What follows belongs to an exercise in optimizing a design on an open flow for small area and a short achievable clock period; a production flow would make more cautious choices. The RTL was checked by simulation tests, not by an equivalence proof against the original design. Power and IR drop assume default switching activity.

## flow/run.sh

```bash
#!/bin/bash
# synth_recipe.tcl (not shown) runs the flow's synth.tcl, then flattens the netlist and writes it again
# the make line also repeats each setting of config.mk as NAME=value (left out here)
make -C /OpenROAD-flow-scripts/flow DESIGN_CONFIG=/design/flow/config.mk WORK_HOME=/design/flow/orfs CLKGATE_MAP_FILE= SYNTH_SCRIPT=/design/flow/synth_recipe.tcl finish
```

## flow/config.mk

```make
export PLATFORM = sky130hd
export DESIGN_NAME = project_DSP
export DESIGN_NICKNAME = project_DSP
export VERILOG_FILES = /design/flow/design.v
export SDC_FILE = /design/flow/constraint.sdc
export NUM_CORES = 4
export LEC_CHECK = 0
export CAP_MARGIN = 20
export CORE_MARGIN = 2
export CORE_UTILIZATION = 40
export SLEW_MARGIN = 20
```

## flow/constraint.sdc

```tcl
create_clock -name core_clock -period 7.2 [get_ports {clk}]
set_input_delay 1.4400 -clock core_clock [delete_from_list [all_inputs] [get_ports {clk}]]
set_output_delay 1.4400 -clock core_clock [all_outputs]
set_load 0.01 [all_outputs]
```

## flow/design.v

```verilog
module reg_to_mux#(parameter sel_reg = 1,parameter size = 18,parameter RSTTYPE = "SYNC")(
	input [size-1:0]in,
	input clk_en,clk,rst,
	output reg [size-1:0]out_reg,
	output reg [size-1:0]out_mux
);
generate 
	if (RSTTYPE=="SYNC")begin
		always @(posedge clk ) begin
			if(rst) begin
				out_reg <= 0;
			end else if(clk_en) begin
				out_reg <=in ;
			end
		end
	end
	else if (RSTTYPE=="ASYNC") begin
		always @(posedge clk or posedge  rst) begin
			if(rst) begin
				out_reg <= 0;
			end else if(clk_en) begin
				out_reg <=in ;
			end
		end
	end
endgenerate
always @(*) out_mux=(sel_reg)?out_reg:in;
endmodule
module project_DSP#(
	parameter A0REG = 0,
	parameter A1REG = 1,
	parameter B0REG = 0,
	parameter B1REG = 1,
	parameter CREG = 1,
	parameter DREG = 1,
	parameter MREG = 1,
	parameter PREG = 1,
	parameter CARRYINREG = 1,
	parameter CARRYOUTREG = 1,
	parameter OPMODEREG = 1,
	parameter CARRYINSEL = "OPMODE5", 
	parameter B_INPUT="DIRECT", 
	parameter RSTTYPE="SYNC")(
	input [17:0]A,B,D,BCIN,		 
	input [47:0]C,PCIN,
	input CARRYIN,
	input RSTA,RSTB,RSTM,RSTP,RSTC,RSTD,RSTCARRYIN,RSTOPMODE, 	 
	input CEA,CEB,CEM,CEP,CEC,CED,CECARRYIN,CEOPMODE,			 
	input clk,			 
	input [7:0]OPMODE,
	output reg [17:0]BCOUT,	 
	output reg [47:0]PCOUT,  
	output 	[47:0]P,
	output reg [35:0]M,
	output reg CARRYOUT,
	output reg CARRYOUTF);
reg cyi_in;
reg [17:0]out_b,in_b1_reg,add_sub;
reg [47:0]outZ;
reg [47:0]in_m_reg,inx3,in_p,outX;
reg [48:0]in_p49;
wire out_muxCYO,out_regCYO,cyo_in;
wire [47:0]out_muxp,out_p,out_muxM,out_regM,out_muxC,out_regC;
wire [7:0]out_reg_opmode,OPMODE_m;
wire [17:0]out_muxA1,out_regA1,out_regB1,out_muxB1,out_regD,out_muxD,out_regB,out_muxB,out_regA,out_muxA;
wire out_regCYI,out_muxCYI;
reg_to_mux #(.sel_reg(OPMODEREG),.size(8),.RSTTYPE("SYNC")) OPMODE_REG(OPMODE,CEOPMODE,clk,RSTOPMODE,out_reg_opmode,OPMODE_m);
reg_to_mux  #(.sel_reg(DREG ),.size(18),.RSTTYPE("SYNC")) D_REG(D,CED,clk,RSTD,out_regD,out_muxD);
reg_to_mux  #(.sel_reg(B0REG),.size(18),.RSTTYPE("SYNC")) B0_REG(out_b,CEB,clk,RSTB,out_regB,out_muxB);
reg_to_mux  #(.sel_reg(A0REG),.size(18),.RSTTYPE("SYNC")) A0_REG(A,CEA,clk,RSTA,out_regA,out_muxA);
reg_to_mux #(.sel_reg(CREG ),.size(48),.RSTTYPE("SYNC")) C_REG(C,CEC,clk,RSTC,out_regC,out_muxC);
reg_to_mux  #(.sel_reg(B1REG),.size(18),.RSTTYPE("SYNC")) B1_REG(in_b1_reg,CEB,clk,RSTB,out_muxB1,out_regB1);
reg_to_mux  #(.sel_reg(A1REG),.size(18),.RSTTYPE("SYNC")) A1_REG(out_muxA ,CEA,clk,RSTA,out_muxA1,out_regA1);
reg_to_mux  #(.sel_reg(MREG),.size(48),.RSTTYPE("SYNC")	) M_REG(in_m_reg,CEM,clk,RSTM,out_muxM,out_regM);
reg_to_mux #(.sel_reg(CARRYINREG),.size(1),.RSTTYPE("SYNC")) CYI(cyi_in ,CECARRYIN,clk,RSTCARRYIN,out_muxCYI,out_regCYI);
reg_to_mux  #(.sel_reg(CARRYOUTREG),.size(1),.RSTTYPE("SYNC")) CYO(cyo_in ,CECARRYIN,clk,RSTCARRYIN,out_muxCYO,out_regCYO);
reg_to_mux  #(.sel_reg(PREG),.size(48),.RSTTYPE("SYNC")) P_REG(in_p ,CEP,clk,RSTP,P,out_p);
always @(*) out_b = (B_INPUT=="DIRECT")?B:(B_INPUT=="CASCADE")?BCIN:0;	
always @(*) begin			
			if(OPMODE_m[6])
				add_sub = out_muxD - out_muxB;
			else
				add_sub = out_muxD + out_muxB;
end
always @(*) in_b1_reg =(OPMODE_m[4])?add_sub:out_muxB;
always @(*) BCOUT=out_muxB1;
always @(*) in_m_reg = out_regA1 * out_regB1;
always @(*) M = out_muxM; 
always @(*) begin
			if(CARRYINSEL =="OPMODE5")
					cyi_in = OPMODE_m[5];
			else if(CARRYINSEL =="CARRYIN") 
					cyi_in =CARRYIN;
			else cyi_in = 0;
end
always @(*) begin 
			case (OPMODE_m[1:0])
				0: outX = 0;
				1: outX = out_muxM;
				2: outX = PCOUT;
				3: outX = inx3; 
			endcase
end
always @(*) begin 
			case (OPMODE_m[3:2])
				0: outZ = 0;
				1: outZ = PCIN;
				2: outZ = PCOUT; 
				3: outZ = out_muxC; 
			endcase                 	
end
always @(*) begin
			if(OPMODE_m[7])
		 			 in_p49 = {1'b0,outZ}-({1'b0,outX}+out_muxCYI);
		 		else in_p49 = {1'b0,outZ}+({1'b0,outX}+out_muxCYI);
			in_p = in_p49[47:0];
end
assign cyo_in = in_p49[48];	
always @(*) inx3= {D[11:0],A[17:0],B[17:0]}; 
always @(*) CARRYOUT = out_muxCYO;
always @(*) CARRYOUTF = out_muxCYO;
always @(*) PCOUT = P;
endmodule
```

==> results_dict.tcl <==
set metrics [dict create \
    synth_cells 3059 \
    synth_enable_flop_cells 0 \
    reg2regPathDepth 26 \
    grt_max_degree 65 \
    critPathRequiredTime_ps 7580 \
    die_h_um 258 \
    overflow 0 \
    yosysWarnings 6 \
    layout.nets 4144 \
    drt.antenna.violating_nets 0 \
    slew_violations 0 \
    ys_ff_latch 196 \
    path_class "in2reg" \
    num_rows 93 \
    initial_utilization_pct 40.3 \
    finalCritPeriodShare_pct 97.4 \
    clock_sinks 196 \
    cp-start-kind "primary input" \
    drc 0 \
    final_area_mm2 0.0325 \
    vias 23300 \
    postSynthAreaPerCell_um2 8.47 \
    core_mm2 0.0642 \
    worst_pin_slew_ps 914 \
    synth.distinct_cells 97 \
    drive_gt1_share_pct 15.6 \
    cts_tree "yes" \
    clkTransAtPathRegs_ps 90 \
    root_buffer "clkbuf_16" \
    async_flop_share_pct 0 \
    fin_total_pwr_w 0.00607 \
    dp_hpwl_um 70900 \
    min_path_type "reg2reg" \
    min_period_ps 7020 \
    die_w_um 258 \
    leakagePower_nw 15.1 \
    grt_pass1_wl_um 135000 \
    insertion_delay_ps 520 \
    hold_viol 0 \
    slew_headroom_pct 39.0 \
    grtUsageTotal_pct 26.0 \
    drt-total-wl_um 86800 \
    endpoint_kind "register" \
    dr.pass1.iters 5 \
    whs_path_depth 2 \
    postCtsHoldBufs 0 \
    area_delta_synth_final_pct 25.7 \
    grt_pass1_vias 24000 \
    syn_area_mm2 0.0259 \
    setup_viol 0 \
    drt_iter0_drc 1515 \
    clock.fmax_mhz 143 \
    maxCapViolations 0 \
    htreeDepth 4 \
    fin_cells 4383 \
    placed_area_mm2 0.0315 \
    ios 346 \
    antenna_found_initial 2 \
    rsz0062_at_grt "yes" \
    status "no timing/DRC/antenna violations" \
    wl_per_cell_um 19.8 \
    hp-start "C_REG.out_reg[39]" \
    placed_cells 4337 \
    clockBufferDepth 2 \
    place_congestion 0.930 \
    final_cell_mix "inv_1, buf_4, clkdlybuf4s50_1" \
    whs_endpoint "C_REG.out_reg[39]" \
    critPathMaxFanout 6 \
    ir_drop_uv 196 \
    final_common_cell "inv_1" \
    r2r_start "A1_REG.out_reg[10]" \
    syn-num-nets 3690 \
    arrival_ps 7400 \
    ys_seq_area_share_pct 15.2 \
    power_density_mw_per_mm2 187 \
    die_area_mm2 0.0668 \
    r2r_slack_ps 350 \
    numCtsBuffers 17 \
    fin_skew_ps 20.9 \
    post_drt_via_cell_ratio 5.32 \
    regToRegEndpoint "M_REG.out_reg[34]" \
    io_buffers 326 \
    finalSetupTns_ps 0 \
    ys.flop_type "dfxtp_1" \
]
metal layers:
metal | global-route usage (%) | vias up | routed length [um]
met1 | 34.1 | 11500 | 38300
met3 | 4.05 | 108 | 5240
met5 | 0 | - | 13
li1 | - | 11000 | -
met4 | 8.03 | 2 | 2370
met2 | 43.8 | 705 | 40900
where the power goes:
| group | internal [W] | leakage [nW] | switching [W] | total (W) |
|---|---|---|---|---|
| registers | 0.00123 | 1.62 | 0.000306 | 0.00154 |
| logic | 0.00174 | 13.2 | 0.00175 | 0.00349 |
| clock network | 0.000476 | 0.290 | 0.000567 | 0.00104 |
| total | 0.00345 | 15.1 | 0.00262 | 0.00607 |
worst max-delay path, stage by stage:
cell and delay (ps):
clkdlybuf4s50_1 480, mux2i_1 100, a21o_1 210, or4_4 620, buf_4 190, or4_1 610, nor4_2 180, buf_4 170
nand2_1 60, xnor2_1 210, nand3b_1 150, and2b_4 200, a21oi_1 160, xor2_1 180, ha_1 260, a21o_1 170
a21o_1 180, a21oi_1 170, o21ai_0 130, a31o_2 270, a21o_1 190, a21oi_2 140, o21ai_1 110, a211oi_2 210
o21ai_0 110, o22ai_1 180, mux2i_1 200, o21ai_0 90
cell type report:
type / count / area (um2)
Inverter: 343 / 1290
Timing Repair Buffer: 658 / 5760
Clock buffer: 18 / 439
Antenna cell: 2 / 5.00
Tap cell: 855 / 1070
Fill cell: 6120 / 31700
Clock inverter: 14 / 156
Multi-Input combinational cell: 2297 / 19900
Sequential cell: 196 / 3950
worst max path at each step:
stage	from	end	slack, ps
after floorplan	B1_REG.out_reg[3]	M_REG.out_reg[34]	170
after global placement	B[0]	P_REG.out_reg[47]	-670
after detailed placement	B[0]	P_REG.out_reg[46]	-770
after CTS	B[0]	P_REG.out_reg[46]	3
after global routing	B[1]	P_REG.out_reg[47]	-190
final	B[3]	P_REG.out_reg[47]	180
cell usage after synthesis (all sizes together), types with 71 or more instances:
master / n / share of area (%)
a21oi: 115 / 2.2
and2: 117 / 2.8
buf: 93 / 2.3
clkbuf: 130 / 1.9
dfxtp: 196 / 15
fa: 258 / 20
ha: 179 / 8.6
inv: 343 / 5.0
mux2: 71 / 3.1
mux2i: 193 / 7.5
nand2: 297 / 4.3
nor2: 292 / 4.2
xnor2: 130 / 4.4
stage by stage:
stage	setup WS [ps]	hold slack [ps]	utilization [%]
4_1_cts	2.82	499	50.1
6_report	184	495	50.7
3_5_place_dp	-767	476	49.1
3_3_place_gp	-668	466	49.1
2_1_floorplan	174	454	-
5_1_grt	-187	513	50.7
what timing repair did:
action,CTS,global route
setup buffers,1,11
endpoints found under the setup margin,2,23
pin swaps,3,34
gates resized for setup,9,74
cells by family after synthesis:
group	count (synthesis)	synth area share, %
and+or+nand+nor	941	17.7
buffers and inverters	566	9.18
AOI/OAI and AO/OA	466	12.4
adders and majority gates	437	28.6
muxes	264	10.6
DFF	196	15.2
xor gates and xnor gates	189	6.39

static timing again, ports no longer ideal:
No port has a modelled driver above. Below, the same layout with a new extraction and two added sets of constraints.
Step 1, drivers: a clkbuf_16 drives clk and a buf_2 each remaining input, both assumed.
Step 2 also shifts input and output timing later by t, the mid clock arrival at the registers, as if the neighbouring blocks saw the same clock.
a / b / c = no drivers / after step 1 / after step 2; a / b = the first two.
shift t [ns]: 0.570
setup slack, ns: 0.184 / 0.205 / -0.365
clock arrival spread, ns: 0.026 / 0.026
Met with ideal ports but missed after step 2: setup timing in this run. The setup slack of this run moves by +0.021 ns with the drivers and by -0.549 ns with both steps.
